What follows belongs to an exercise in optimizing a design on an open flow for small area, a short achievable clock period and few clock cycles per item; a production flow would make more cautious choices. RTL that was checked went through simulation tests only; none was proved equivalent to the original. Only the layout flow was run in runs 4 to 8; the RTL was not checked for function there. Power and IR drop assume default switching activity.

==> flow/design.v <==
module DIV (
  input clock, reset,
  input flush,
  output in_ready,
  input in_valid,
  input in_sign,
  input [31:0] in_a, in_b,
  input out_ready,
  output out_valid,
  output [31:0] out_quot,
  output [31:0] out_rem
);
  localparam [1:0] ST_IDLE = 2'd0, ST_PREP = 2'd1, ST_ITER = 2'd2, ST_DONE = 2'd3;
  reg [1:0] state;
  reg [31:0] r;      
  reg [32:0] e;      
  reg [31:0] q;
  reg [5:0] cnt;     
  reg bs, qs, rs;
  function automatic [5:0] clz32(input [31:0] x);
    reg [15:0] v1; reg [15:0] p1;
    reg [7:0] v2;  reg [15:0] p2;
    reg [3:0] v3;  reg [11:0] p3;
    reg [1:0] v4;  reg [7:0] p4;
    integer i;
    begin
      for (i = 0; i < 16; i = i + 1) begin
        v1[i] = x[2*i+1] | x[2*i];
        p1[i] = ~x[2*i+1];
      end
      for (i = 0; i < 8; i = i + 1) begin
        v2[i] = v1[2*i+1] | v1[2*i];
        p2[2*i+1] = ~v1[2*i+1];
        p2[2*i]   = v1[2*i+1] ? p1[2*i+1] : p1[2*i];
      end
      for (i = 0; i < 4; i = i + 1) begin
        v3[i] = v2[2*i+1] | v2[2*i];
        p3[3*i+2]  = ~v2[2*i+1];
        p3[3*i+:2] = v2[2*i+1] ? p2[4*i+2+:2] : p2[4*i+:2];
      end
      for (i = 0; i < 2; i = i + 1) begin
        v4[i] = v3[2*i+1] | v3[2*i];
        p4[4*i+3]  = ~v3[2*i+1];
        p4[4*i+:3] = v3[2*i+1] ? p3[6*i+3+:3] : p3[6*i+:3];
      end
      clz32[5] = ~(v4[1] | v4[0]);
      clz32[4] = ~v4[1] & v4[0];
      clz32[3:0] = v4[1] ? p4[7:4] : (p4[3:0] & {4{v4[0]}});
    end
  endfunction
  function automatic [31:0] cneg(input s, input [31:0] x);
    reg [31:0] p;
    begin
      p = x;
      p = p | (p << 1);
      p = p | (p << 2);
      p = p | (p << 4);
      p = p | (p << 8);
      p = p | (p << 16);
      cneg = x ^ ({32{s}} & {p[30:0], 1'b0});
    end
  endfunction
  function automatic [34:0] add35(input [34:0] a, input [34:0] b, input ci);
    reg [34:0] p, g, gg, pp, c;
    integer l, i, j;
    begin
      p = a ^ b;
      g = a & b;
      g[0] = g[0] | (p[0] & ci);
      gg = g; pp = p;
      for (l = 0; l < 6; l = l + 1)
        for (i = 34; i >= 0; i = i - 1)
          if (((i >> l) & 1) == 1) begin
            j = ((i >> l) << l) - 1;
            gg[i] = gg[i] | (pp[i] & gg[j]);
            pp[i] = pp[i] & pp[j];
          end
      c = {gg[33:0], ci};
      add35 = p ^ c;
    end
  endfunction
  wire st_idle = state == ST_IDLE;
  wire st_done = state == ST_DONE;
  assign in_ready = st_idle | (st_done & out_ready);
  assign out_valid = st_done;
  wire acc = in_ready & in_valid;
  wire in_as = in_a[31] & in_sign;
  wire in_bs = in_b[31] & in_sign;
  wire [31:0] absa = cneg(in_as, in_a);
  wire [31:0] bx = in_b ^ {32{in_bs}};
  wire [6:0] sh = {1'b0, clz32(bx)} - {1'b0, clz32(absa)};   
  reg [32:0] bsh;
  integer k;
  always @* begin
    bsh = {e[31:0], bs};
    for (k = 1; k < 6; k = k + 1)
      if (cnt[k]) bsh = (bsh << (1 << k)) | ({33{bs}} & ~({33{1'b1}} << (1 << k)));
  end
  wire cin = ~bs;
  wire [34:0] ex0 = {2'b11, e};
  wire [34:0] ex1 = {3'b111, e[32:1]};
  wire [34:0] ra = {3'b000, r};
  wire [34:0] d1 = add35(ra, ex0, cin);
  wire [34:0] d2 = add35(ra, ex1, cin);
  wire [34:0] cs_s = ra ^ ex0 ^ ex1;
  wire [34:0] cs_c = (ra & ex0) | (ra & ex1) | (ex0 & ex1);
  wire [34:0] d3 = add35(cs_s, {cs_c[33:0], cin}, cin);
  wire q1 = ~d1[34];
  wire q2 = q1 ? ~d3[34] : ~d2[34];
  wire [31:0] rn = q1 ? (q2 ? d3[31:0] : d1[31:0]) : (q2 ? d2[31:0] : r);
  always @(posedge clock) begin
    if (reset | flush) begin
      state <= ST_IDLE;
    end else if (acc) begin
      state <= sh[6] ? ST_DONE : ST_PREP;
      r <= absa;
      e <= {1'b0, bx};
      q <= 32'b0;
      cnt <= sh[5:0];
      bs <= in_bs;
      qs <= (in_a[31] ^ in_b[31]) & in_sign;
      rs <= in_as;
    end else begin
      case (state)
        ST_PREP: begin
          e <= ~bsh;
          cnt <= {1'b0, cnt[5:1]};
          state <= ST_ITER;
        end
        ST_ITER: begin
          r <= rn;
          q <= {q[29:0], q1, q2};
          e <= {2'b11, e[32:2]};
          cnt <= cnt - 6'd1;
          if (cnt == 6'd0) state <= ST_DONE;
        end
        ST_DONE: begin
          if (out_ready) state <= ST_IDLE;
        end
        default: ;
      endcase
    end
  end
  assign out_quot = cneg(qs, q);
  assign out_rem  = cneg(rs, r);
endmodule
==> flow/flow/run.sh <==
#!/bin/bash
# The standard layout, with the port buffers made from buf_4 cells instead of
# the resizer's default choice (a slow delay buffer), so that the fixed input
# and output delays are not lengthened further by the port buffers.
set -euo pipefail
export BUFFER_PORTS_ARGS="-buffer_cell sky130_fd_sc_hd__buf_4"
bash standard.sh > standard.log 2>&1
==> flow/standard.sh <==
#!/bin/bash
# synth_recipe.tcl (not shown) runs the flow's synth.tcl, then flattens the netlist and writes it again
# the make line also repeats each setting of config.mk as NAME=value (left out here)
make -C /OpenROAD-flow-scripts/flow DESIGN_CONFIG=/design/flow/config.mk WORK_HOME=/design/flow/orfs CLKGATE_MAP_FILE= SYNTH_SCRIPT=/design/flow/synth_recipe.tcl "${@:-finish}"
==> flow/config.mk <==
export PLATFORM = sky130hd
export DESIGN_NAME = DIV
export DESIGN_NICKNAME = DIV
export VERILOG_FILES = /design/flow/design.v
export SDC_FILE = /design/flow/constraint.sdc
export NUM_CORES = 4
export LEC_CHECK = 0
export CAP_MARGIN = 20
export CORE_MARGIN = 2
export CORE_UTILIZATION = 60
export PLACE_DENSITY = 0.75
export SETUP_SLACK_MARGIN = 2.5
export SLEW_MARGIN = 20
==> flow/constraint.sdc <==
create_clock -name core_clock -period 8.0 [get_ports {clock}]
set_input_delay 1.6000 -clock core_clock [delete_from_list [all_inputs] [get_ports {clock}]]
set_output_delay 1.6000 -clock core_clock [all_outputs]
set_load 0.01 [all_outputs]
==> flow_summary.ini, run 1 <==
[yosys]
yosysWarnings = 1
syn_area_sq_um = 14690
synthFlopType = edfxtp_1
synth-seq-cells = 108
ys_seq_area_frac = 0.2194
avgSynthCellArea_sq_um = 8.298
async_flop_share = 0
synthesis.nets = 1993
netlist_instances = 1770
ys_types = 78
synth-edff-count = 106

[floorplan]
chipHeight_um = 160.5
rows = 57
die-width_um = 160.5
die_area_sq_um = 25750
ios = 136
initial_core_util = 0.6075
core-area_sq_um = 24180

[worst_setup_path]
cp_max_fo = 7
start_kind = input pin
endpoint = state[1]
reg2reg_from = r[8]
path_class = in2reg
worst-r2r-cell-count = 14
cp.arrival_ns = 5.71
end_kind = flop
rr_endpoint = r[19]
crit_required_ns = 8.30
r2r_setup_slack_ns = 2.69
setup.worst_path.start = in_a[0]

[route]
postRouteAntennaNets = 0
drc = 0
via_count = 14410
drt_wl_total_mm = 46.64
wl_per_cell_um = 21.16
dr.pass1.iters = 5
detail_route.iter0.violations = 1619
avgViaCountPerCell = 6.540

[finish]
final_util = 0.6896
area_delta_synth_final_pct = 13.51
finalNonFillerCells = 2204
nets = 2097
design_area_sq_um = 16670
drive_above_1_share = 0.1448

[timing]
worst_pin_slew_ns = 0.9790
fin_crit_ns = 5.416
finalSetupTns_ns = 0
min_period_over_period = 0.6770
finalSetupViolations = 0
hold_slack_ns = 0.6237
finalClockSkew_ns = 0.01212
drv_slew = 0
fmax_mhz = 184.6
hold_viol_final = 0
max-slew-margin-rel = 0.3474
grt_setup_unrepaired = true
worst_slack_ns = 2.584

[hold_path]
hold_class = reg2reg

[placed_design]
place_congestion = 0.9710
dpl.cell_count = 2156
dpl.hpwl_mm = 35.54
placed_cell_area_sq_um = 15930
numPortBuffers = 135
dpl_worst_slack_ns = 1.708

[pwr]
power_density_nw_per_um2 = 139.0
ir_drop_mv = 0.1158
p_total_mw = 2.318
leakagePower_nw = 6.564

[grt]
antenna_found_initial = 3
grt_pass1_vias = 13490
grt_overflow = 0
grtUsageTotal = 0.3559
grt_first_pass_wirelength_mm = 73.05
grt_max_degree = 50

[cts]
cts.sinks = 108
cts-buffers-inserted = 9
clk_latency_ns = 0.38
clk_path_buf_depth = 2
clk_pin_slew_ns = 0.09
root_buffer = clkbuf_16
cts_tree = built
htreeDepth = 3

[job]
max_cap_violations = 0

[status]
status = no timing/DRC/antenna violations
==> how the worst min path moves through the flow <==
| stage | from | end | slack (ns) | cells after the start |
|---|---|---|---|---|
| 2_1_floorplan | state[0] | state[0] | 0.55 | 2 |
| 3_5_place_dp | q[17] | q[19] | 0.60 | 1 |
| 4_1_cts | state[0] | state[0] | 0.62 | 2 |
| 5_1_grt | state[0] | state[0] | 0.64 | 2 |
| 6_report | q[17] | q[19] | 0.62 | 1 |
| 3_3_place_gp | q[27] | q[29] | 0.59 | 1 |
==> cell type report <==
class	count	area, sq um
clock inverter	7	68.82
timing repair buffer	182	1394
tap	324	405.4
inverter	83	317.8
fill	2037	7505
sequential	108	3223
multi-input combinational	1489	11030
clock buffer	9	225.2
timing repair inverter	1	5.005
antenna	1	2.502
==> placed cells by master, fill, tap and decap left out, types with 15 or more instances in the layout <==
cell / count
xnor2_1: 151
ha_1: 103
a21o_1: 24
nor3_1: 26
buf_4: 179
nand3_1: 48
nor2_1: 126
and2_1: 39
o21ai_0: 136
o31ai_1: 24
edfxtp_1: 106
a21oi_1: 132
nand2b_1: 18
mux2i_1: 57
inv_1: 79
and3_1: 16
o211ai_1: 26
o221ai_1: 15
fa_1: 50
a211oi_1: 30
xor2_1: 48
a31oi_1: 15
nand2_1: 167
==> critical path: stages <==
cell and delay, ns:
buf_4 0.16, nor4_4 0.41, and4_4 0.33, o21ai_0 0.11, o22a_1 0.26, nor4_2 0.35, o221a_2 0.27, o2111ai_1 0.20
a221oi_2 0.35, ha_1 0.20, inv_1 0.06, fa_1 0.40, a21o_1 0.20, a21oi_1 0.23, nor2b_1 0.08, o21ai_0 0.22
a22oi_1 0.12, nor3_1 0.19
==> registers in the layout (all words and copies together) (netlist names) <==
signal,flops
rs,1
qs,1
r,32
bs,1
cnt,6
q,32
state,2
e,33
==> layer usage <==
layer  wire length, um  up-vias  GRT usage
li1                  -     6728          -
met2             21600      682     0.5778
met5                26        -          0
met3              4191      107    0.05579
met1             19390     6893     0.4873
met4              1441        4     0.1200
==> power breakdown <==
group          internal [mW]  switching [mW]
clock network          0.221           0.247
logic                  0.466           0.645
registers              0.675          0.0641
total                   1.36           0.956
==> synth_stat cells (30+ instances only) <==
library cell	count	area share
a211oi_1	30	0.015
a21oi_1	134	0.046
and2_1	40	0.017
clkbuf_1	72	0.018
edfxtp_1	106	0.22
fa_1	50	0.068
ha_1	103	0.088
inv_1	80	0.020
mux2i_1	57	0.039
nand2_1	170	0.043
nand3_1	49	0.017
nor2_1	129	0.033
nor3_1	30	0.010
o21ai_0	136	0.046
xnor2_1	151	0.090
xor2_1	49	0.029
==> logic make-up (layout without fill, tap and decap cells) <==
kind of cell | count (synthesis) | count (layout) | share of synthesized area
xor+xnor | 200 | 200 | 0.1193
simple gates | 549 | 550 | 0.1825
mux | 70 | 70 | 0.05282
fa+ha+maj | 153 | 153 | 0.1559
flops | 108 | 108 | 0.2194
buf+inv | 174 | 282 | 0.04506
other cells | 0 | 1 | 0
compound gates | 516 | 516 | 0.2251
==> timing repair <==
action                                  CTS  global route
endpoints found under the setup margin   20            29
buffers inserted                         13            14
gates resized for setup                  14            22
hold buffers                              0             0
pin swaps                                 7            11
gates cloned                              1             1
Testbench counts, summed over its fixed seeds: cycles 1,780, items 384.
==> run 2, diff against run 1 <==
--- a/flow/config.mk
+++ b/flow/config.mk
@@ -7,7 +7,6 @@
 export LEC_CHECK = 0
 export CAP_MARGIN = 20
 export CORE_MARGIN = 2
-export CORE_UTILIZATION = 60
-export PLACE_DENSITY = 0.75
+export CORE_UTILIZATION = 40
 export SETUP_SLACK_MARGIN = 2.5
 export SLEW_MARGIN = 20
==> run 2 against run 1 <==
Against the previous run: still clean; sequential power grew 0.7%; utilization decreased by 23 points; combinational power is essentially flat; area after synthesis unchanged; largest cell class unchanged; highest routed layer is now met4.
==> flow_summary.ini, run 2 <==
[status]
status = no timing/DRC/antenna violations

[yosys]
ys_seq_area_frac = 0.2194
synth-seq-cells = 108
synth_area_leaders = edfxtp_1 22%, xnor2_1 9.0%, ha_1 8.8%, fa_1 6.8%, o21ai_0 4.6%
yosysTopAreaCell = edfxtp_1
avgSynthCellArea_sq_um = 8.298
synth.top_cell.area_share = 0.2167
synthesis.nets = 1993
yosys.cell_count.top_type = nand2_1
netlist_instances = 1770
synthFlopType = edfxtp_1
yosysWarnings = 1
synth-edff-count = 106
async_flop_share = 0
ys_types = 78
synthTopCellsByCount = 170 x nand2_1, 151 x xnor2_1, 136 x o21ai_0, 134 x a21oi_1, 129 x nor2_1
syn_area_sq_um = 14690

[pwr]
switchingPower_uw = 969.4
ir_drop_mv = 0.07053
p_int_mw = 1.359
p_comb_frac = 0.479
power_density_nw_per_um2 = 138.9
leakagePower_nw = 6.526
p_seq_frac = 0.319
power_frac_clock = 0.201
swShare = 0.4163

[finish]
area_delta_synth_final_pct = 14.19
final_common_cell = buf_4
mostFrequentLayoutCells = 173 x buf_4, 166 x nand2_1, 150 x xnor2_1, 136 x o21ai_0, 134 x a21oi_1
final_util = 0.4614
drive_above_1_share = 0.1405
top_regs = e (33), q (32), r (32)
antenna_cells = 0
nets = 2090
largest_register = e
largest_reg_flops = 33

[cts]
cts-buffers-inserted = 9
htreeDepth = 3
clk_latency_ns = 0.38
clk_pin_slew_ns = 0.08
cts.sinks = 108
root_buffer = clkbuf_16
clk_path_buf_depth = 2
cts_tree = built

[worst_setup_path]
endpoint = out_quot[31]
worst-r2r-cell-count = 13
rr_endpoint = r[1]
path_class = reg2out
end_kind = output port
crit_required_ns = 6.40
reg2reg_from = bs
start_kind = flop
r2r_setup_slack_ns = 2.80
setup.worst_path.start = q[3]
cp_max_fo = 6
cp.arrival_ns = 3.74

[placed_design]
numPortBuffers = 135
place_congestion = 0.9726
dpl.hpwl_mm = 38.02

[grt]
antenna_found_initial = 0
grt_max_degree = 72
grtUsageTotal = 0.2539
grt_first_pass_wirelength_mm = 75.84
grt_pass1_vias = 13320
grt_overflow = 0

[route]
detail_route.iter0.violations = 1153
wl_per_cell_um = 21.07
dr.pass1.iters = 7
drc = 0
postRouteAntennaNets = 0
via_count = 13950
avgViaCountPerCell = 5.961
drt_wl_total_mm = 49.30

[floorplan]
ios = 136
die-width_um = 195.6
core-area_sq_um = 36350
rows = 70
die_area_sq_um = 38270
initial_core_util = 0.4041
chipHeight_um = 195.6

[timing]
worst_pin_slew_ns = 0.8666
hold_viol_final = 0
finalClockSkew_ns = 0.006202
min_period_over_period = 0.6681
max-slew-margin-rel = 0.4223
finalSetupViolations = 0
grt_setup_unrepaired = false
fin_crit_ns = 5.345
hold_slack_ns = 0.6031
fmax_mhz = 187.1
drv_slew = 0
finalSetupTns_ns = 0

[job]
max_cap_violations = 0

[hold_path]
hold_class = reg2reg
run 2: cell counts after synthesis:
No cell type changed its count.
run 2: power by group through the flow:
stage	clock network, mW	registers [mW]	logic [mW]
CTS	0.476	0.745	1.09
global placement	0	0.759	1.06
detailed placement	0	0.760	1.07
finish	0.469	0.744	1.12
floorplan	0	0.726	0.770
global route	0.495	0.749	1.23
run 2: through the flow:
step | power, mW | instances | worst slack, ns | area, sq um
6_report | 2.329 | 2340 | 2.655 | 16770
3_5_place_dp | 1.833 | 2300 | 1.678 | 16110
2_1_floorplan | 1.496 | 1770 | 2.501 | 14710
5_1_grt | 2.472 | 2340 | 2.506 | 16770
3_3_place_gp | 1.820 | 2300 | 1.735 | 16110
4_1_cts | 2.312 | 2331 | 2.489 | 16570
run 2: cell families after synthesis:
group           after synthesis  synth area share
mux                          70           0.05282
compound gates              516            0.2251
simple gates                549            0.1825
flops                       108            0.2194
buf+inv                     174           0.04506
xor+xnor                    200            0.1193
fa+ha+maj                   153            0.1559
run 2: how the worst min path moves through the flow:
stage               startpoint  cells after the start       end
finish                state[0]                      2  state[0]
global route             q[27]                      1     q[29]
CTS                   state[0]                      2  state[0]
detailed placement       q[27]                      1     q[29]
global placement         q[27]                      1     q[29]
floorplan             state[0]                      2  state[0]
run 2: what timing repair did:
action,in CTS,in global routing
gates cloned,0,2
buffers inserted,15,5
resized for setup,13,23
hold buffers,0,0
pin swaps,9,5
endpoints found under the setup margin,57,62
run 2: metal layers:
metal / track usage / vias to the layer above / wire (um)
met5: 0 / - / 0
met4: 0.06672 / 0 / 976
met3: 0.04750 / 69 / 3752
met2: 0.4120 / 532 / 22760
met1: 0.3470 / 6668 / 21810
li1: - / 6680 / -
run 2: worst max-delay path: stages (launching register included):
cell and delay, ns:
edfxtp_1 0.40, or4_4 0.59, nor4_4 0.19, nand4_2 0.18, or4_4 0.45, nand2b_4 0.17
or4_4 0.48, or4_4 0.51, o21ai_2 0.13, xnor2_1 0.13, buf_4 0.14
run 2: final cells by class:
type	instances	area, sq um
fillers	3567	19580
repair inverters	2	10.01
multi-input cells	1488	11020
clock buffers	10	229.0
inverters	83	320.3
flip-flops and latches	108	3223
well taps	468	585.6
clock inverters	6	58.81
repair buffers	175	1329
==> run 3, diff against run 2 <==
--- a/flow/config.mk
+++ b/flow/config.mk
@@ -5,8 +5,8 @@
 export SDC_FILE = /design/flow/constraint.sdc
 export NUM_CORES = 4
 export LEC_CHECK = 0
-export CAP_MARGIN = 20
+export CAP_MARGIN = 5
 export CORE_MARGIN = 2
 export CORE_UTILIZATION = 40
 export SETUP_SLACK_MARGIN = 2.5
-export SLEW_MARGIN = 20
+export SLEW_MARGIN = 5
==> run 3 against run 2 <==
Against the previous run: hold slack improved by 0.0031 ns; critical path depth unchanged; worst setup slack got worse by 0.0013 ns; via count is essentially flat; largest cell class unchanged; global-route usage is the same; synthesized cell count is the same; final area is 0.13% lower; highest routed layer unchanged; sequential share of layout area barely moved; combinational power about the same; wire length is 0.12% higher; sequential power about the same.
==> flow_summary.ini, run 3 <==
[floorplan]
die_area_sq_um = 38270
initial_core_util = 0.4041
die-width_um = 195.6
core-area_sq_um = 36350
rows = 70
ios = 136
chipHeight_um = 195.6

[route]
via_count = 13960
wl_per_cell_um = 21.10
avgViaCountPerCell = 5.967
drt_wl_total_mm = 49.36
dr.pass1.iters = 5
drc = 0
postRouteAntennaNets = 0
detail_route.iter0.violations = 1172

[finish]
antenna_cells = 0
finalNonFillerCells = 2339
top_regs = e (33), q (32), r (32)
drive_above_1_share = 0.1400
mostFrequentLayoutCells = 174 x buf_4, 166 x nand2_1, 150 x xnor2_1, 136 x o21ai_0, 134 x a21oi_1
largest_register = e
largest_reg_flops = 33
fill_cells = 3572
area_delta_synth_final_pct = 14.04
final_common_cell = buf_4
nets = 2089

[yosys]
synth-edff-count = 106
synth_area_leaders = edfxtp_1 22%, xnor2_1 9.0%, ha_1 8.8%, fa_1 6.8%, o21ai_0 4.6%
yosysWarnings = 1
synthesis.nets = 1993
yosys.cell_count.top_type = nand2_1
ys_seq_area_frac = 0.2194
yosysTopAreaCell = edfxtp_1
synth_xor_area_frac = 0.1193
synth.top_cell.area_share = 0.2167
synth-seq-cells = 108
synthMuxAreaShare = 0.05282
netlist_instances = 1770
synthFlopType = edfxtp_1
avgSynthCellArea_sq_um = 8.298
synth_simple_gate_area_frac = 0.1825
synth_compound_area_frac = 0.2251
synthAdderAreaFrac = 0.1559
ys_types = 78
synth_top_family_by_area = compound AO/OA/AOI/OAI gates
async_flop_share = 0
synthTopCellsByCount = 170 x nand2_1, 151 x xnor2_1, 136 x o21ai_0, 134 x a21oi_1, 129 x nor2_1
syn_area_sq_um = 14690

[pwr]
swShare = 0.4164
p_comb_frac = 0.478
p_total_mw = 2.329
leakagePower_nw = 6.515
power_density_nw_per_um2 = 139.0
switchingPower_uw = 969.7
p_int_mw = 1.359
p_seq_frac = 0.320
ir_drop_mv = 0.07081
power_frac_clock = 0.201

[timing]
drv_slew = 0
finalSetupTns_ns = 0
hold_slack_ns = 0.6062
grt_setup_unrepaired = false
fmax_mhz = 187.0
worst_pin_slew_ns = 1.131
finalClockSkew_ns = 0.007577
finalSetupViolations = 0
fin_crit_ns = 5.346
hold_viol_final = 0
max-slew-margin-rel = 0.2462
min_period_over_period = 0.6683

[hold_path]
hold_start = state[0]
hold_class = reg2reg

[cts]
cts_hold_buf = 0
clk_pin_slew_ns = 0.08
cts.sinks = 108
root_buffer = clkbuf_16
htreeDepth = 3
clk_path_buf_depth = 2
cts-buffers-inserted = 9
cts_tree = built
clk_latency_ns = 0.38

[placed_design]
dpl.hpwl_mm = 38.02
numPortBuffers = 135
place_congestion = 0.9726
dpl.cell_count = 2300

[status]
status = no timing/DRC/antenna violations

[worst_setup_path]
setup.worst_path.start = q[3]
reg2reg_from = bs
slowest_stage = or4_4
crit_required_ns = 6.40
start_kind = flop
path_delay_family = simple AND/OR/NAND/NOR gates
end_kind = output port
cp_max_fo = 6
path_common_cell = or4_4
critPathBufInv = 1
cp_cell_sequence = or4_4 -> nor4_4 -> nand4_2 -> or4_4 -> nand2b_4 -> or4_4 -> or4_4 -> o21ai_2 -> xnor2_1 -> buf_4
slowest_delay_ns = 0.59
cp.arrival_ns = 3.75
path_class = reg2out

[grt]
grtUsageTotal = 0.2539
grt_first_pass_wirelength_mm = 75.84
antenna_found_initial = 0
grt_max_degree = 72
grt_pass1_vias = 13320
grt_overflow = 0

[job]
max_cap_violations = 0
## run 3: cell types whose count changed in the layout (fill, tap and decap cells not counted), sizes merged
cell  delta
buf      -1
## run 3: timing repair
item	CTS	global route
pin swaps	9	5
setup buffers	15	6
gates cloned	0	2
gates resized for setup	13	23
setup endpoints to repair	57	62
## run 3: path summary, 6_finish.rpt
check / slack, ns / endpoint / cells after the start
min: 0.61 / state[0] / 2
max: 2.65 / out_quot[31] / 10
min reg2reg: 0.61 / state[0] / 2
max reg2reg: 2.81 / r[1] / 13
## run 3: layer usage
| metal | wire, um | GRT usage | up-vias |
|---|---|---|---|
| met3 | 3741 | 0.04750 | 62 |
| met2 | 22900 | 0.4120 | 526 |
| met1 | 21800 | 0.3470 | 6687 |
| li1 | - | - | 6681 |
| met4 | 924 | 0.06672 | 0 |
| met5 | 0 | 0 | - |
## run 3: power by group through the flow
| stage | clock network, mW | registers (mW) | logic, mW |
|---|---|---|---|
| 3_5_place_dp | 0 | 0.760 | 1.07 |
| 6_report | 0.469 | 0.746 | 1.11 |
| 4_1_cts | 0.476 | 0.745 | 1.09 |
| 3_3_place_gp | 0 | 0.759 | 1.06 |
| 5_1_grt | 0.495 | 0.751 | 1.23 |
| 2_1_floorplan | 0 | 0.726 | 0.770 |
## run 3: tightest hold or removal path: cells and delay by family (launching register included)
kind / cells / cell delay, ns
AOI/OAI and AO/OA: 2 / 0.20
DFF: 1 / 0.36
## run 3: per-stage QoR
stage / cell area (sq um) / setup WS [ns] / util
after CTS: 16570 / 2.489 / 0.4558
after floorplan: 14710 / 2.501 / -
after detailed placement: 16110 / 1.678 / 0.4433
after global routing: 16750 / 2.506 / 0.4608
after global placement: 16110 / 1.735 / 0.4433
final: 16750 / 2.654 / 0.4608
## run 3: logic make-up after synthesis
logic type	Yosys count
AND/OR/NAND/NOR	549
AO/OA/AOI/OAI	516
XOR/XNOR	200
buffers and inverters	174
adder cells (fa/ha/maj)	153
flip-flops	108
multiplexers	70
## run 3: cell type report
type                       count  area [sq um]  share of cell area
clock inverter                 6         58.81            0.003511
inverter                      83         320.3             0.01912
timing repair buffer         174          1306             0.07799
timing repair inverter         2         10.01           0.0005976
multi-input combinational   1488         11020              0.6577
clock buffer                  10         229.0             0.01367
tap                          468         585.6             0.03496
sequential                   108          3223              0.1924
==> run 4, diff against run 3 <==
--- a/flow/design.v
+++ b/flow/design.v
@@ -112,11 +112,11 @@
     if (reset | flush) begin
       state <= ST_IDLE;
     end else if (acc) begin
-      state <= sh[6] ? ST_DONE : ST_PREP;
+      state <= sh[6] ? ST_DONE : (sh[5:1] == 5'd0) ? ST_ITER : ST_PREP;
       r <= absa;
-      e <= {1'b0, bx};
+      e <= (sh[5:1] == 5'd0) ? ~{1'b0, bx, in_bs} : {1'b0, bx};
       q <= 32'b0;
-      cnt <= sh[5:0];
+      cnt <= (sh[5:1] == 5'd0) ? 6'd0 : sh[5:0];
       bs <= in_bs;
       qs <= (in_a[31] ^ in_b[31]) & in_sign;
       rs <= in_as;
--- a/flow/config.mk
+++ b/flow/config.mk
@@ -5,8 +5,8 @@
 export SDC_FILE = /design/flow/constraint.sdc
 export NUM_CORES = 4
 export LEC_CHECK = 0
-export CAP_MARGIN = 5
+export CAP_MARGIN = 20
 export CORE_MARGIN = 2
 export CORE_UTILIZATION = 40
 export SETUP_SLACK_MARGIN = 2.5
-export SLEW_MARGIN = 5
+export SLEW_MARGIN = 20
==> run 4 against run 3 <==
Against the previous run: first-iteration DRC count is 14% higher; via count increased by 4.7%; area after synthesis rose by 1.2%; die area grew 1.2%; global-route usage grew 0.73 points; clock-buffer cell count decreased by 1; final area is 5.8% higher; combinational power increased by 17%; worst setup slack worse by 1.2 ns; clock power rose by 12%; register-to-register slack lost 0.07 ns; highest routed layer unchanged.
==> flow_summary.ini, run 4 <==
[yosys]
synth_area_leaders = edfxtp_1 21%, ha_1 8.7%, xnor2_1 7.1%, fa_1 6.7%, mux2i_1 6.5%
netlist_instances = 1775
synthesis.nets = 1998
synth-seq-cells = 108
async_flop_share = 0
syn_area_sq_um = 14870
yosys.cell_count.top_type = nand2_1
synth.top_cell.area_share = 0.2141
synth-edff-count = 106
avgSynthCellArea_sq_um = 8.378
yosysWarnings = 1
synthFlopType = edfxtp_1
synthTopCellsByCount = 152 x nand2_1, 150 x o21ai_0, 132 x nor2_1, 127 x a21oi_1, 120 x xnor2_1
ys_seq_area_frac = 0.2167
ys_types = 72
yosysTopAreaCell = edfxtp_1

[cts]
cts.sinks = 108
cts-buffers-inserted = 9
clk_path_buf_depth = 2
clk_latency_ns = 0.38
root_buffer = clkbuf_16
clk_pin_slew_ns = 0.09
cts_hold_buf = 0
htreeDepth = 3
cts_tree = built

[placed_design]
place_congestion = 0.9153
dpl.hpwl_mm = 39.26
numPortBuffers = 135
dpl_worst_slack_ns = 0.7351

[finish]
multi_input_area_sq_um = 11590
largest_register = e
antenna_cells = 0
seq_area_sq_um = 3223
top_regs = e (33), q (32), r (32)
final_common_cell = buf_4
final_util = 0.4839
area_delta_synth_final_pct = 19.13
fill_cells = 3547
mostFrequentLayoutCells = 194 x buf_4, 148 x nand2_1, 131 x o21ai_0, 127 x nor2_1, 125 x a21oi_1
drive_above_1_share = 0.1826
nets = 2129
largest_reg_flops = 33

[status]
status = no timing/DRC/antenna violations

[route]
detail_route.iter0.violations = 1339
drc = 0
postRouteAntennaNets = 0
drt_wl_total_mm = 51.94
avgViaCountPerCell = 6.140
wl_per_cell_um = 21.83
via_count = 14610
dr.pass1.iters = 6

[floorplan]
rows = 70
ios = 136
core-area_sq_um = 36610
chipHeight_um = 196.8
die-width_um = 196.8
initial_core_util = 0.4062
die_area_sq_um = 38730

[timing]
min_period_over_period = 0.8203
finalSetupViolations = 0
hold_slack_ns = 0.5732
worst_slack_ns = 1.438
fin_crit_ns = 6.562
max-slew-margin-rel = 0.3139
fmax_mhz = 152.4
grt_setup_unrepaired = true
worst_pin_slew_ns = 1.029
finalClockSkew_ns = 0.01716
hold_viol_final = 0
drv_slew = 0
finalSetupTns_ns = 0

[worst_setup_path]
cp.arrival_ns = 6.79
end_kind = flop
cp_max_fo = 6
path_class = in2reg
crit_required_ns = 8.23
start_kind = input pin

[grt]
grt_first_pass_wirelength_mm = 78.90
grt_overflow = 0
grtUsageTotal = 0.2612
grt_max_degree = 58
antenna_found_initial = 0
grt_pass1_vias = 13620

[hold_path]
hold_class = reg2reg

[pwr]
ir_drop_mv = 0.09750
leakagePower_nw = 6.978
p_total_mw = 2.588
power_density_nw_per_um2 = 146.1

[job]
max_cap_violations = 0
run 4: changes by cell type after synthesis, moves of 11 or more:
cell,before,now
o21ai_0,136,150
xnor2_1,151,120
nand3_1,49,34
inv_1,80,69
nor2b_1,14,25
mux2i_1,57,97
nand2_1,170,152
run 4: cell families (layout without fill, tap and decap cells):
logic type	Yosys count	after routing	share of synthesized area
AO/OA/AOI/OAI	535	535	0.2288
XOR/XNOR	171	171	0.1007
adder cells (fa/ha/maj)	153	153	0.1540
buffers and inverters	159	295	0.04089
flip-flops	108	108	0.2167
multiplexers	115	115	0.08195
AND/OR/NAND/NOR	534	534	0.1769
run 4: timing repair:
| item | in CTS | in global routing |
|---|---|---|
| endpoints found under the setup margin | 46 | 45 |
| setup buffers | 35 | 11 |
| cloned | 2 | 1 |
| pin swaps | 18 | 14 |
| resized for setup | 42 | 59 |
run 4: path summary, 6_finish.rpt:
path            start  endpoint  slack, ns  cells after the start
min          state[0]  state[0]       0.57                      2
max          in_a[13]      e[7]       1.44                     23
max reg2reg        bs      r[4]       2.74                     15
min reg2reg  state[0]  state[0]       0.57                      2
run 4: report_power, final:
group          switching [mW]  internal [mW]
registers              0.0804          0.682
clock network           0.268          0.257
logic                   0.744          0.557
total                    1.09           1.50
run 4: cell type report:
type                            instances  area share
Clock buffer                            9     0.01271
Clock inverter                          7    0.006074
Inverter                               70     0.01483
Multi-Input combinational cell       1508      0.6544
Sequential cell                       108      0.1819
Tap cell                              468     0.03306
Timing Repair Buffer                  209     0.09698
run 4: stage by stage:
stage | cell area, sq um | instances
2_1_floorplan | 14980 | 1775
3_3_place_gp | 16420 | 2313
3_5_place_dp | 16420 | 2313
4_1_cts | 17270 | 2366
5_1_grt | 17710 | 2379
6_report | 17710 | 2379
run 4: worst max-delay path: stages:
cell and delay (ns):
buf_8 0.09, or4_4 0.54, or4_4 0.55, buf_4 0.16, buf_4 0.13, nor4_4 0.33, a21oi_1 0.16, xnor2_2 0.21
nand3_1 0.22, nor2_2 0.21, o211ai_1 0.17, a22o_1 0.22, ha_1 0.30, nor2b_4 0.13, o21ai_2 0.15, a21boi_2 0.09
o21ai_2 0.17, a21boi_2 0.11, o21ai_4 0.31, buf_12 0.19, mux2i_2 0.23, mux2_2 0.36, a31oi_1 0.13
run 4: routing by layer:
metal,GRT usage,vias to the layer above,part of all wire
li1,-,6864,-
met1,0.3629,7071,0.44
met2,0.4226,588,0.46
met3,0.03491,83,0.072
met4,0.07937,0,0.025
met5,0,-,0
==> run 5, diff against run 4 <==
--- a/flow/design.v
+++ b/flow/design.v
@@ -89,12 +89,12 @@
   wire [31:0] absa = cneg(in_as, in_a);
   wire [31:0] bx = in_b ^ {32{in_bs}};
   wire [6:0] sh = {1'b0, clz32(bx)} - {1'b0, clz32(absa)};   
-  reg [32:0] bsh;
+  reg [32:0] esh;
   integer k;
   always @* begin
-    bsh = {e[31:0], bs};
-    for (k = 1; k < 6; k = k + 1)
-      if (cnt[k]) bsh = (bsh << (1 << k)) | ({33{bs}} & ~({33{1'b1}} << (1 << k)));
+    esh = e;
+    for (k = 0; k < 5; k = k + 1)
+      if (cnt[k]) esh = (esh << (2 << k)) | ({33{~bs}} & ~({33{1'b1}} << (2 << k)));
   end
   wire cin = ~bs;
   wire [34:0] ex0 = {2'b11, e};
@@ -114,17 +114,16 @@
     end else if (acc) begin
       state <= sh[6] ? ST_DONE : (sh[5:1] == 5'd0) ? ST_ITER : ST_PREP;
       r <= absa;
-      e <= (sh[5:1] == 5'd0) ? ~{1'b0, bx, in_bs} : {1'b0, bx};
+      e <= ~{bx, in_bs};
       q <= 32'b0;
-      cnt <= (sh[5:1] == 5'd0) ? 6'd0 : sh[5:0];
+      cnt <= {1'b0, sh[5:1]};
       bs <= in_bs;
       qs <= (in_a[31] ^ in_b[31]) & in_sign;
       rs <= in_as;
     end else begin
       case (state)
         ST_PREP: begin
-          e <= ~bsh;
-          cnt <= {1'b0, cnt[5:1]};
+          e <= esh;
           state <= ST_ITER;
         end
         ST_ITER: begin
==> run 5 against run 4 <==
Against the previous run: sequential share of layout area grew 0.58 points; clock skew shrank 0.0045 ns; power grew 0.15%; area after synthesis grew 0.46%; sequential power grew 2%; cell count shrank 1.0%; clock power shrank 7.6%; hold slack gained 0.046 ns; worst setup slack gained 0.59 ns; clock-buffer cell count is the same; largest cell class unchanged; synthesized cell count grew 0.79%.
==> flow_summary.ini, run 5 <==
[status]
status = no timing/DRC/antenna violations

[cts]
cts_tree = built
clk_latency_ns = 0.38
clk_pin_slew_ns = 0.08
cts.sinks = 108
cts-buffers-inserted = 9
htreeDepth = 3
cts_hold_buf = 0
clk_path_buf_depth = 2
root_buffer = clkbuf_16

[placed_design]
numPortBuffers = 135
place_congestion = 0.9559
dpl.cell_count = 2304
placed_cell_area_sq_um = 16330
dpl.hpwl_mm = 38.28

[pwr]
p_int_mw = 1.471
ir_drop_mv = 0.08256
p_seq_frac = 0.301
p_comb_frac = 0.513
swShare = 0.4325
power_density_nw_per_um2 = 151.0
power_frac_clock = 0.187
leakagePower_nw = 6.630
switchingPower_mw = 1.121

[worst_setup_path]
cp.arrival_ns = 4.37
rr_endpoint = r[15]
slowest_stage = or4_4
path_class = reg2out
cp_cell_sequence = or4_4 -> nor4_4 -> or3b_4 -> or4_4 -> or3_4 -> or4_4 -> or2_4 -> or3_4 -> o31ai_4 -> xnor2_1 -> buf_4
path_common_cell = or4_4
end_kind = output port
critPathBufInv = 1
r2r_setup_slack_ns = 2.67
worst-r2r-cell-count = 15
path_delay_family = simple AND/OR/NAND/NOR gates
setup.worst_path.start = q[2]
slowest_delay_ns = 0.57
crit_required_ns = 6.40
endpoint = out_quot[31]
start_kind = flop
crit_cells = 11
reg2reg_from = bs
cp_max_fo = 3

[yosys]
synth-edff-count = 106
yosys.cell_count.top_type = xnor2_1
synthesis.nets = 2010
yosysTopAreaCell = edfxtp_1
netlist_instances = 1789
async_flop_share = 0
yosysWarnings = 1
ys_seq_area_frac = 0.2157
synth.top_cell.area_share = 0.2131
ys_types = 84
synthTopCellsByCount = 154 x xnor2_1, 137 x nand2_1, 136 x a21oi_1, 123 x o21ai_0, 121 x nor2_1
synthFlopType = edfxtp_1
avgSynthCellArea_sq_um = 8.351
synth_area_leaders = edfxtp_1 21%, xnor2_1 9.0%, ha_1 8.5%, fa_1 6.7%, a21oi_1 4.6%
synth-seq-cells = 108
syn_area_sq_um = 14940

[grt]
grt.busiest_layer = met2
grt_util_met2 = 0.4055
grt_max_degree = 67
grtUsageMet1 = 0.3705
grt_util_met3 = 0.02988
antenna_found_initial = 0
grtUsageTotal = 0.2567
grt_overflow = 0
grt_first_pass_wirelength_mm = 77.58
grt_pass1_vias = 13460

[finish]
fill_cells = 3631
largest_register = e
design_area_sq_um = 17160
seq_area_sq_um = 3223
multi_input_area_sq_um = 11390
drive_above_1_share = 0.1569
antenna_cells = 0
top_regs = e (33), q (32), r (32)
finalNonFillerCells = 2355
largest_reg_flops = 33
area_delta_synth_final_pct = 14.88
nets = 2103
final_common_cell = buf_4
mostFrequentLayoutCells = 187 x buf_4, 152 x xnor2_1, 136 x a21oi_1, 132 x nand2_1, 120 x nor2_1

[timing]
hold_viol_final = 0
min_period_over_period = 0.7467
finalClockSkew_ns = 0.01263
finalSetupTns_ns = 0
worst_pin_slew_ns = 0.9853
fin_crit_ns = 5.974
grt_setup_unrepaired = true
max-slew-margin-rel = 0.3261
finalSetupViolations = 0
fmax_mhz = 167.4
drv_slew = 0

[floorplan]
chipHeight_um = 197.3
die-width_um = 197.3
die_area_sq_um = 38910
ios = 136
rows = 70
initial_core_util = 0.4071
core-area_sq_um = 36700

[hold_path]
hold_class = reg2reg

[route]
postRouteAntennaNets = 0
detail_route.iter0.violations = 1347
dr.pass1.iters = 6
drc = 0
drt_wl_total_mm = 50.38
wl_per_cell_um = 21.39
via_count = 14410
avgViaCountPerCell = 6.119

[job]
max_cap_violations = 0
-- run 5: cell types whose count changed after synthesis, moves of 12 or more --
cell	previous run	this run
mux2i_1	97	34
o221ai_1	17	5
clkbuf_1	74	89
inv_1	69	52
xnor2_1	120	154
nand2_1	152	137
o21ai_0	150	123
a21o_1	19	49
-- run 5: worst min path at each step --
stage                from    end  slack [ns]  cells after the start
finish              q[17]  q[19]        0.62                      1
global route        q[17]  q[19]        0.65                      1
CTS                 q[17]  q[19]        0.62                      1
detailed placement  q[17]  q[19]        0.60                      1
global placement    q[17]  q[19]        0.60                      1
floorplan           q[21]  q[23]        0.56                      1
-- run 5: area by class of cell --
class                   count  area share
clock buffers               9     0.01312
clock inverters             7    0.004593
inverters                  54     0.01210
multi-input cells        1518      0.6636
flip-flops and latches    108      0.1878
well taps                 468     0.03412
repair buffers            191     0.08464
-- run 5: logic make-up (layout without fill, tap and decap cells) --
family / after synthesis / in the layout / synth area share
AO/OA/AOI/OAI: 589 / 589 / 0.2587
AND/OR/NAND/NOR: 534 / 534 / 0.1823
XOR/XNOR: 198 / 198 / 0.1161
buffers and inverters: 163 / 261 / 0.04146
adder cells (fa/ha/maj): 151 / 151 / 0.1516
flip-flops: 108 / 108 / 0.2157
multiplexers: 46 / 46 / 0.03409
-- run 5: per-stage QoR --
step	util	power, mW	setup WS (ns)	hold slack (ns)
2_1_floorplan	-	1.681	2.509	0.5634
3_3_place_gp	0.4449	2.059	1.706	0.5957
3_5_place_dp	0.4449	2.074	1.589	0.6005
4_1_cts	0.4607	2.571	2.018	0.6198
5_1_grt	0.4677	2.756	1.895	0.6524
6_report	0.4677	2.592	2.026	0.6188
-- run 5: repair_timing --
item / CTS / global route
setup buffers: 22 / 12
pin swaps: 9 / 14
endpoints found under the setup margin: 44 / 52
hold endpoints to repair: 0 / 0
resized for setup: 27 / 31
-- run 5: per-layer routing --
metal	up-vias	wire (um)
met3	44	3301
met5	-	0
met4	0	969
met1	6969	23310
li1	6868	-
met2	530	22800
-- run 5: power by group through the flow --
stage               clock (mW)  sequential, mW  combinational (mW)
floorplan                    0           0.753               0.928
global route             0.508           0.785                1.46
detailed placement           0           0.794                1.28
CTS                      0.490           0.778                1.30
global placement             0           0.793                1.27
finish                   0.484           0.779                1.33
==> run 6, diff against run 5 <==
--- a/flow/config.mk
+++ b/flow/config.mk
@@ -8,5 +8,5 @@
 export CAP_MARGIN = 20
 export CORE_MARGIN = 2
 export CORE_UTILIZATION = 40
-export SETUP_SLACK_MARGIN = 2.5
+export SETUP_SLACK_MARGIN = 3.0
 export SLEW_MARGIN = 20
==> run 6 against run 5 <==
Against the previous run: wire length up 3.1%; worst setup slack gained 0.085 ns; clock-buffer cell count unchanged; final area rose by 3.9%; clock skew increased by 0.0051 ns; first-iteration DRC count rose by 8.2%; utilization grew 1.8 points; synthesized cell count is the same; maximum frequency increased by 1.5%; die area is the same; clock power decreased by 0.8%; largest power group unchanged; highest routed layer unchanged.
==> flow_summary.ini, run 6 <==
[finish]
top_regs = e (33), q (32), r (32)
seq_area_sq_um = 3223
drive_above_1_share = 0.1949
largest_reg_flops = 33
finalNonFillerCells = 2383
nets = 2130
area_delta_synth_final_pct = 19.34
largest_register = e
mostFrequentLayoutCells = 200 x buf_4, 146 x xnor2_1, 134 x a21oi_1, 124 x nand2_1, 117 x nor2_1
multi_input_area_sq_um = 11750
final_common_cell = buf_4
fill_cells = 3587

[yosys]
ys_types = 84
syn_area_sq_um = 14940
ys_seq_area_frac = 0.2157
async_flop_share = 0
synth.top_cell.area_share = 0.2131
synthFlopType = edfxtp_1
avgSynthCellArea_sq_um = 8.351
yosysTopAreaCell = edfxtp_1
synthesis.nets = 2010
synth_area_leaders = edfxtp_1 21%, xnor2_1 9.0%, ha_1 8.5%, fa_1 6.7%, a21oi_1 4.6%
synthTopCellsByCount = 154 x xnor2_1, 137 x nand2_1, 136 x a21oi_1, 123 x o21ai_0, 121 x nor2_1
netlist_instances = 1789
yosys.cell_count.top_type = xnor2_1
yosysWarnings = 1
synth-seq-cells = 108
synth-edff-count = 106

[route]
drt_wl_total_mm = 51.96
detail_route.iter0.violations = 1458
avgViaCountPerCell = 6.183
via_count = 14740
dr.pass1.iters = 5
drc = 0
wl_per_cell_um = 21.80
postRouteAntennaNets = 0

[placed_design]
dpl.hpwl_mm = 38.67
dpl.cell_count = 2300
numPortBuffers = 135
place_congestion = 0.9500

[timing]
grt_setup_unrepaired = true
finalSetupViolations = 0
drv_slew = 0
fin_crit_ns = 5.888
max-slew-margin-rel = 0.3546
finalSetupTns_ns = 0
hold_viol_final = 0
min_period_over_period = 0.7360
fmax_mhz = 169.8
finalClockSkew_ns = 0.01770
worst_pin_slew_ns = 0.9645

[cts]
clk_path_buf_depth = 2
cts-buffers-inserted = 9
clk_latency_ns = 0.38
cts_tree = built
htreeDepth = 3
clk_pin_slew_ns = 0.08
root_buffer = clkbuf_16
cts.sinks = 108

[floorplan]
die_area_sq_um = 38910
die-width_um = 197.3
ios = 136
chipHeight_um = 197.3
initial_core_util = 0.4071
core-area_sq_um = 36700
rows = 70

[worst_setup_path]
start_kind = flop
cp.arrival_ns = 4.29
endpoint = out_rem[31]
path_class = reg2out
reg2reg_from = e[3]
cp_max_fo = 4
rr_endpoint = r[9]
crit_required_ns = 6.40
worst-r2r-cell-count = 12
r2r_setup_slack_ns = 3.10
end_kind = output port
setup.worst_path.start = r[3]

[status]
status = no timing/DRC/antenna violations

[hold_path]
hold_class = reg2reg

[grt]
grtUsageTotal = 0.2622
grt_overflow = 0
grt_first_pass_wirelength_mm = 78.91
grt_pass1_vias = 13660
grt_max_degree = 70
antenna_found_initial = 1

[pwr]
leakagePower_nw = 6.882
p_total_mw = 2.645
power_density_nw_per_um2 = 148.3
ir_drop_mv = 0.08722

[job]
max_cap_violations = 0
run 6: cell counts after synthesis:
No cell type changed its count.
run 6: logic make-up (layout without fill, tap and decap cells):
group | after synthesis | in the layout | share of synthesized area
fa+ha+maj | 151 | 151 | 0.1516
flops | 108 | 108 | 0.2157
compound gates | 589 | 589 | 0.2587
xor+xnor | 198 | 198 | 0.1161
mux | 46 | 46 | 0.03409
other cells | 0 | 1 | 0
buf+inv | 163 | 288 | 0.04146
simple gates | 534 | 534 | 0.1823
run 6: power breakdown:
part | internal [mW] | switching, mW
Combinational | 0.580 | 0.804
Clock | 0.223 | 0.257
Sequential | 0.691 | 0.0893
run 6: repair_timing:
item                       in CTS  in global routing
setup endpoints to repair      99                 89
gates cloned                    1                  1
hold buffers                    0                  0
pin swaps                      43                 45
buffers inserted               35                 27
resized for setup              67                 73
run 6: layer usage:
layer	wire length, um	part of all wire	track usage
met5	0	0	0
met4	1791	0.034	0.1053
met3	4142	0.080	0.03927
met2	22970	0.44	0.3967
met1	23060	0.44	0.3738
run 6: critical path, cell delays in order (launching register included):
cell and delay, ns:
edfxtp_1 0.43, or4_4 0.57, nor4_4 0.21, or3b_4 0.43, or3_4 0.35, or4_4 0.47
nand2b_4 0.17, or4_4 0.44, or3_4 0.38, o31ai_4 0.18, xnor2_1 0.14, buf_4 0.14
run 6: per-stage QoR:
stage | worst slack, ns | instance area [sq um] | util | hold WS [ns]
after global routing | 1.978 | 17830 | 0.4858 | 0.6447
after detailed placement | 1.638 | 16390 | 0.4466 | 0.6020
after floorplan | 2.567 | 15060 | - | 0.5634
after global placement | 1.772 | 16390 | 0.4466 | 0.5969
final | 2.112 | 17830 | 0.4858 | 0.6183
after CTS | 2.027 | 17260 | 0.4703 | 0.6218
run 6: worst min path at each step:
stage          depth (start not counted)  slack [ns]  start     to
2_1_floorplan                          1        0.56  q[21]  q[23]
3_5_place_dp                           1        0.60  q[19]  q[21]
6_report                               1        0.62  q[19]  q[21]
5_1_grt                                1        0.64  q[21]  q[23]
4_1_cts                                1        0.62  q[19]  q[21]
3_3_place_gp                           1        0.60  q[19]  q[21]
run 6: layout make-up:
class / count / share of cell area
Timing Repair inverter: 2 / 0.0007018
Antenna cell: 1 / 0.0001404
Timing Repair Buffer: 216 / 0.09671
Clock inverter: 7 / 0.004702
Tap cell: 468 / 0.03284
Sequential cell: 108 / 0.1808
Clock buffer: 9 / 0.01263
Inverter: 54 / 0.01228
Multi-Input combinational cell: 1518 / 0.6592
==> run 7, diff against run 6 <==
--- a/flow/design.v
+++ b/flow/design.v
@@ -10,8 +10,9 @@
   output [31:0] out_quot,
   output [31:0] out_rem
 );
-  localparam [1:0] ST_IDLE = 2'd0, ST_PREP = 2'd1, ST_ITER = 2'd2, ST_DONE = 2'd3;
-  reg [1:0] state;
+  localparam [2:0] ST_IDLE = 3'd0, ST_PREP = 3'd1, ST_ITER = 3'd2, ST_FIX = 3'd3,
+                   ST_DONE = 3'd4;
+  reg [2:0] state;
   reg [31:0] r;      
   reg [32:0] e;      
   reg [31:0] q;
@@ -112,7 +113,7 @@
     if (reset | flush) begin
       state <= ST_IDLE;
     end else if (acc) begin
-      state <= sh[6] ? ST_DONE : (sh[5:1] == 5'd0) ? ST_ITER : ST_PREP;
+      state <= sh[6] ? (in_as ? ST_FIX : ST_DONE) : (sh[5:1] == 5'd0) ? ST_ITER : ST_PREP;
       r <= absa;
       e <= ~{bx, in_bs};
       q <= 32'b0;
@@ -131,7 +132,12 @@
           q <= {q[29:0], q1, q2};
           e <= {2'b11, e[32:2]};
           cnt <= cnt - 6'd1;
-          if (cnt == 6'd0) state <= ST_DONE;
+          if (cnt == 6'd0) state <= (qs | rs) ? ST_FIX : ST_DONE;
+        end
+        ST_FIX: begin
+          q <= cneg(qs, q);
+          r <= cneg(rs, r);
+          state <= ST_DONE;
         end
         ST_DONE: begin
           if (out_ready) state <= ST_IDLE;
@@ -140,6 +146,6 @@
       endcase
     end
   end
-  assign out_quot = cneg(qs, q);
-  assign out_rem  = cneg(rs, r);
+  assign out_quot = q;
+  assign out_rem  = r;
 endmodule
--- a/flow/config.mk
+++ b/flow/config.mk
@@ -8,5 +8,5 @@
 export CAP_MARGIN = 20
 export CORE_MARGIN = 2
 export CORE_UTILIZATION = 40
-export SETUP_SLACK_MARGIN = 3.0
+export SETUP_SLACK_MARGIN = 2.5
 export SLEW_MARGIN = 20
==> run 7 against run 6 <==
Against the previous run: area after synthesis is 2.3% higher; clock-buffer cell count is the same; clock skew decreased by 0.00096 ns.
==> flow_summary.ini, run 7 <==
[yosys]
yosys.cell_count.top_type = a21oi_1
ys_types = 85
synthFlopType = edfxtp_1
synth.top_cell.area_share = 0.2084
netlist_instances = 1851
yosysTopAreaCell = edfxtp_1
async_flop_share = 0
synth_area_leaders = edfxtp_1 21%, ha_1 7.9%, fa_1 6.6%, xnor2_1 5.6%, a21oi_1 5.3%
ys_seq_area_frac = 0.2123
yosysWarnings = 1
avgSynthCellArea_sq_um = 8.253
synth-seq-cells = 109
synthesis.nets = 2067
syn_area_sq_um = 15280
synthTopCellsByCount = 161 x a21oi_1, 155 x nand2_1, 135 x nor2_1, 126 x o21ai_0, 106 x edfxtp_1
synth-edff-count = 106

[timing]
hold_slack_ns = 0.5970
drv_slew = 0
grt_setup_unrepaired = true
finalSetupViolations = 0
fmax_mhz = 185.4
worst_pin_slew_ns = 1.200
finalSetupTns_ns = 0
min_period_over_period = 0.6742
max-slew-margin-rel = 0.1945
finalClockSkew_ns = 0.01674
fin_crit_ns = 5.394
hold_viol_final = 0

[worst_setup_path]
r2r_setup_slack_ns = 2.61
start_kind = flop
reg2reg_from = e[17]
cp_max_fo = 16
cp.arrival_ns = 5.60
crit_required_ns = 8.21
path_class = reg2reg
setup.worst_path.start = e[17]
worst-r2r-cell-count = 11
end_kind = flop

[finish]
mostFrequentLayoutCells = 172 x buf_4, 159 x a21oi_1, 152 x nand2_1, 131 x nor2_1, 121 x o21ai_0
fill_cells = 3783
largest_register = e
final_util = 0.4589
top_regs = e (33), q (32), r (32)
area_delta_synth_final_pct = 13.15
design_area_sq_um = 17290
final_common_cell = buf_4
finalNonFillerCells = 2437
drive_above_1_share = 0.1443
nets = 2137
antenna_cells = 0
largest_reg_flops = 33

[cts]
root_buffer = clkbuf_16
clk_latency_ns = 0.39
cts_hold_buf = 0
clk_path_buf_depth = 2
cts.sinks = 109
clk_pin_slew_ns = 0.07
cts-buffers-inserted = 9
cts_tree = built
htreeDepth = 3

[route]
wl_per_cell_um = 23.01
drc = 0
via_count = 15380
drt_wl_total_mm = 56.08
detail_route.iter0.violations = 1532
avgViaCountPerCell = 6.309
dr.pass1.iters = 5
postRouteAntennaNets = 0

[pwr]
ir_drop_mv = 0.1190
power_density_nw_per_um2 = 159.5
leakagePower_nw = 6.569

[grt]
grt_pass1_vias = 14620
grt_first_pass_wirelength_mm = 85.26
grtUsageTotal = 0.2809
grt_overflow = 0
grt_max_degree = 69
antenna_found_initial = 1

[floorplan]
chipHeight_um = 199.4
die_area_sq_um = 39770
die-width_um = 199.4
core-area_sq_um = 37670
initial_core_util = 0.4056
ios = 136
rows = 71

[placed_design]
placed_cell_area_sq_um = 16690
place_congestion = 0.9343
numPortBuffers = 135
dpl.hpwl_mm = 42.06
dpl.cell_count = 2406

[status]
status = no timing/DRC/antenna violations

[job]
max_cap_violations = 0

[hold_path]
hold_class = reg2reg
hold_depth = 2
hold_start = state[2]
[run 7: cell count changes after synthesis, moves of 13 or more]
cell,previous run,this run
a21o_1,49,31
nand2_1,137,155
nor2_1,121,135
a21oi_1,136,161
and2_1,41,13
a311oi_1,4,18
o211ai_1,33,13
xor2_1,44,76
a221o_1,1,15
a22oi_1,13,26
xnor2_1,154,97
[run 7: area by class of cell]
cell class	count	area, sq um	area share
clock buffer	9	225.2	0.01303
clock inverter	7	87.58	0.005067
inverter	56	219.0	0.01267
multi-input combinational	1571	11560	0.6690
sequential	109	3243	0.1876
tap	511	639.4	0.03699
timing repair buffer	173	1303	0.07535
timing repair inverter	1	5.005	0.0002895
[run 7: cells by family after synthesis]
| logic type | after synthesis | synth area share |
|---|---|---|
| and+or+nand+nor | 560 | 0.1836 |
| DFF | 109 | 0.2123 |
| AOI/OAI and AO/OA | 643 | 0.2818 |
| adders and majority gates | 146 | 0.1442 |
| muxes | 49 | 0.03620 |
| buffers and inverters | 171 | 0.04284 |
| xor gates and xnor gates | 173 | 0.09919 |
[run 7: per-layer routing]
metal,track usage,share of wire,vias to the layer above
met5,0,0,-
met4,0.1391,0.053,0
met3,0.03190,0.062,128
met2,0.4708,0.47,623
met1,0.3589,0.42,7473
li1,-,-,7151
[run 7: path summary, 6_finish.rpt]
kind	to
hold reg to reg	state[2]
setup / recovery	r[10]
hold / removal	state[2]
setup reg to reg	r[10]
[run 7: what timing repair did]
item / 4_1_cts / 5_1_grt
resized for setup: 6 / 41
gates cloned: 0 / 3
setup endpoints to repair: 3 / 6
buffers inserted: 5 / 7
pin swaps: 4 / 14
[run 7: per-stage QoR]
stage          setup WS [ns]  total power [mW]
6_report               2.606             2.756
5_1_grt                2.419             2.927
4_1_cts                2.560             2.731
3_5_place_dp           1.796             2.208
3_3_place_gp           1.847             2.190
2_1_floorplan          2.502             1.772
[run 7: critical path: stages (launching register included)]
cell and delay [ns]:
edfxtp_1 0.75, ha_1 0.41, a21o_1 0.22, a21o_1 0.19, a221o_1 0.36, a221oi_1 0.35
a21boi_0 0.20, o21ai_1 0.96, nand2_1 0.83, a2111oi_0 0.63, a211oi_1 0.10, a22oi_1 0.20
[run 7: report_power, final]
part	switching (mW)	internal [mW]	leakage, nW
clock network	0.245	0.274	0.149
logic	0.829	0.598	5.42
registers	0.107	0.704	1.00
==> run 8, diff against run 7 <==
--- a/flow/config.mk
+++ b/flow/config.mk
@@ -8,5 +8,5 @@
 export CAP_MARGIN = 20
 export CORE_MARGIN = 2
 export CORE_UTILIZATION = 40
-export SETUP_SLACK_MARGIN = 2.5
+export SETUP_SLACK_MARGIN = 3.25
 export SLEW_MARGIN = 20
==> run 8 against run 7 <==
Against the previous run: area after synthesis stayed put; register-to-register slack better by 0.77 ns; sequential share of layout area shrank 1.2 points; power increased by 1.9%; cell count rose by 3.2%; worst setup slack gained 0.43 ns; flip-flop and latch count did not move; final area grew 6.6%; global-route usage up 0.92 points; clock-buffer cell count grew 1.
==> flow_summary.ini, run 8 <==
[floorplan]
core-area_sq_um = 37670
chipHeight_um = 199.4
die_area_sq_um = 39770
ios = 136
rows = 71
initial_core_util = 0.4056
die-width_um = 199.4

[pwr]
switchingPower_mw = 1.231
p_int_mw = 1.578
leakagePower_nw = 7.050
power_density_nw_per_um2 = 152.4
p_seq_frac = 0.287
power_frac_clock = 0.162
p_comb_frac = 0.551
swShare = 0.4383
ir_drop_mv = 0.09752

[cts]
cts_hold_buf = 0
root_buffer = clkbuf_16
clk_latency_ns = 0.39
clk_path_buf_depth = 2
cts.sinks = 109
cts_tree = built
cts-buffers-inserted = 9
clk_pin_slew_ns = 0.08
htreeDepth = 3

[yosys]
async_flop_share = 0
yosysTopAreaCell = edfxtp_1
ys_types = 85
synth-edff-count = 106
synth_area_leaders = edfxtp_1 21%, ha_1 7.9%, fa_1 6.6%, xnor2_1 5.6%, a21oi_1 5.3%
synthFlopType = edfxtp_1
syn_area_sq_um = 15280
synth-seq-cells = 109
yosysWarnings = 1
synthTopCellsByCount = 161 x a21oi_1, 155 x nand2_1, 135 x nor2_1, 126 x o21ai_0, 106 x edfxtp_1
ys_seq_area_frac = 0.2123
yosys.cell_count.top_type = a21oi_1
synth.top_cell.area_share = 0.2084
avgSynthCellArea_sq_um = 8.253
netlist_instances = 1851
synthesis.nets = 2067

[finish]
nets = 2215
largest_reg_flops = 33
area_delta_synth_final_pct = 20.67
final_common_cell = buf_4
top_regs = e (33), q (32), r (32)
mostFrequentLayoutCells = 221 x buf_4, 156 x a21oi_1, 148 x nand2_1, 128 x nor2_1, 117 x o21ai_0
final_util = 0.4894
drive_above_1_share = 0.2011
largest_register = e
antenna_cells = 0

[timing]
min_period_over_period = 0.6200
fin_crit_ns = 4.960
max-slew-margin-rel = 0.3360
worst_slack_ns = 3.040
grt_setup_unrepaired = true
finalClockSkew_ns = 0.02067
finalSetupTns_ns = 0
fmax_mhz = 201.6
finalSetupViolations = 0
worst_pin_slew_ns = 0.9960
hold_viol_final = 0
drv_slew = 0
hold_slack_ns = 0.6004

[hold_path]
hold_class = reg2reg

[route]
postRouteAntennaNets = 0
drc = 0
wl_per_cell_um = 23.20
via_count = 15880
detail_route.iter0.violations = 1487
drt_wl_total_mm = 58.35
avgViaCountPerCell = 6.315
dr.pass1.iters = 6

[status]
status = no timing/DRC/antenna violations

[placed_design]
numPortBuffers = 135
dpl.hpwl_mm = 41.90
place_congestion = 0.9829
dpl_worst_slack_ns = 1.614

[worst_setup_path]
start_kind = input pin
cp.arrival_ns = 5.24
crit_required_ns = 8.28
cp_max_fo = 6
path_class = in2reg
end_kind = flop

[job]
max_cap_violations = 0

[grt]
grt_overflow = 0
grt_first_pass_wirelength_mm = 88.33
grt_max_degree = 75
grtUsageTotal = 0.2900
grt_pass1_vias = 15130
antenna_found_initial = 0
## run 8: cell counts after synthesis
Identical to the previous run, type by type.
## run 8: final timing paths
kind                            startpoint        to  slack [ns]  cells after the start
worst max-delay path               in_a[1]  state[0]        3.04                     20
worst min-delay path              state[2]  state[2]        0.60                      2
worst max register to register        e[4]     r[27]        3.38                     14
worst min register to register    state[2]  state[2]        0.60                      2
## run 8: power groups by stage
stage,registers [mW],logic (mW),clock network (mW)
3_3_place_gp,0.829,1.37,0
3_5_place_dp,0.828,1.39,0
2_1_floorplan,0.786,0.991,0
4_1_cts,0.807,1.48,0.464
5_1_grt,0.812,1.69,0.481
6_report,0.805,1.55,0.455
## run 8: cells by family after synthesis
| group | count (synthesis) | synth area share |
|---|---|---|
| AOI/OAI and AO/OA | 643 | 0.2818 |
| xor gates and xnor gates | 173 | 0.09919 |
| adders and majority gates | 146 | 0.1442 |
| buffers and inverters | 171 | 0.04284 |
| DFF | 109 | 0.2123 |
| muxes | 49 | 0.03620 |
| and+or+nand+nor | 560 | 0.1836 |
## run 8: stage by stage
| stage | cell area (sq um) | std cells | power (mW) |
|---|---|---|---|
| 6_report | 18430 | 2515 | 2.809 |
| 5_1_grt | 18430 | 2515 | 2.978 |
| 4_1_cts | 18030 | 2490 | 2.755 |
| 3_5_place_dp | 16700 | 2403 | 2.217 |
| 3_3_place_gp | 16690 | 2402 | 2.197 |
| 2_1_floorplan | 15350 | 1851 | 1.777 |
## run 8: worst max-delay path, stage by stage
cell and delay [ns]:
buf_12 0.11, nor4_4 0.26, buf_4 0.19, nand4_1 0.11
buf_6 0.17, or4_1 0.43, o21a_1 0.18, o22ai_1 0.20
o21ai_2 0.12, a2111o_1 0.45, nand2_1 0.10, fa_2 0.21
nor2b_2 0.05, o21ai_2 0.14, buf_4 0.15, nand3_4 0.08
nand2b_4 0.08, nand4b_1 0.11, or3_1 0.33, o21a_1 0.18
## run 8: what timing repair did
| action | CTS | global route |
|---|---|---|
| setup endpoints to repair | 72 | 37 |
| cloned | 3 | 0 |
| pin swaps | 53 | 23 |
| setup buffers | 68 | 25 |
| resized for setup | 107 | 39 |
## run 8: final cells by class
type	count	area (sq um)
multi-input combinational	1574	12000
clock inverter	6	37.54
timing repair buffer	249	2054
fill	3719	19230
sequential	109	3243
tap	511	639.4
clock buffer	10	229.0
inverter	56	226.5
## run 8: layer usage
layer  GRT usage  up-vias  part of all wire
li1            -     7323                 -
met1      0.3666     7771              0.41
met2      0.4989      664              0.49
met3     0.03376      123             0.061
met4      0.1257        0             0.040
met5           0        -                 0

afterwards: timing with drivers on the ports:
No port has a modelled driver above. Below, the same layouts with a new extraction and two added sets of constraints.
Step 1: set_driving_cell puts a clkbuf_16 on clock and a buf_2 on each other input, an assumption about the parent block.
Step 2, shift: input delay + t, output delay - t, t = (earliest + latest rising clock arrival at the registers) / 2. This alone moves slack from input paths to output paths.
a / b / c = no drivers / after step 1 / after step 2; a / b = the first two.
| run | shift t [ns] | setup WS [ns] | worst setup path after step 2 | slew at the worst register clock pin (ns) |
|---|---|---|---|---|
| run 1 | 0.419 | 2.584 / 2.606 / 2.192 | input to register | 0.09 / 0.09 |
| run 2 | 0.423 | 2.655 / 2.605 / 2.369 | input to register | 0.09 / 0.09 |
| run 3 | 0.425 | 2.654 / 2.602 / 2.376 | input to register | 0.09 / 0.09 |
| run 4 | 0.424 | 1.438 / 1.450 / 1.025 | input to register | 0.10 / 0.10 |
| run 5 | 0.429 | 2.026 / 1.971 / 2.349 | input to register | 0.09 / 0.09 |
| run 6 | 0.429 | 2.112 / 2.056 / 2.485 | register to output | 0.09 / 0.09 |
| run 7 | 0.429 | 2.606 / 2.606 / 2.343 | input to register | 0.09 / 0.09 |
| run 8 | 0.433 | 3.040 / 3.043 / 2.609 | input to register | 0.09 / 0.09 |
After both steps every run listed still meets setup and hold. The setup slack of run 8, which loses most, moves by +0.003 ns with the drivers and by -0.431 ns with both steps.
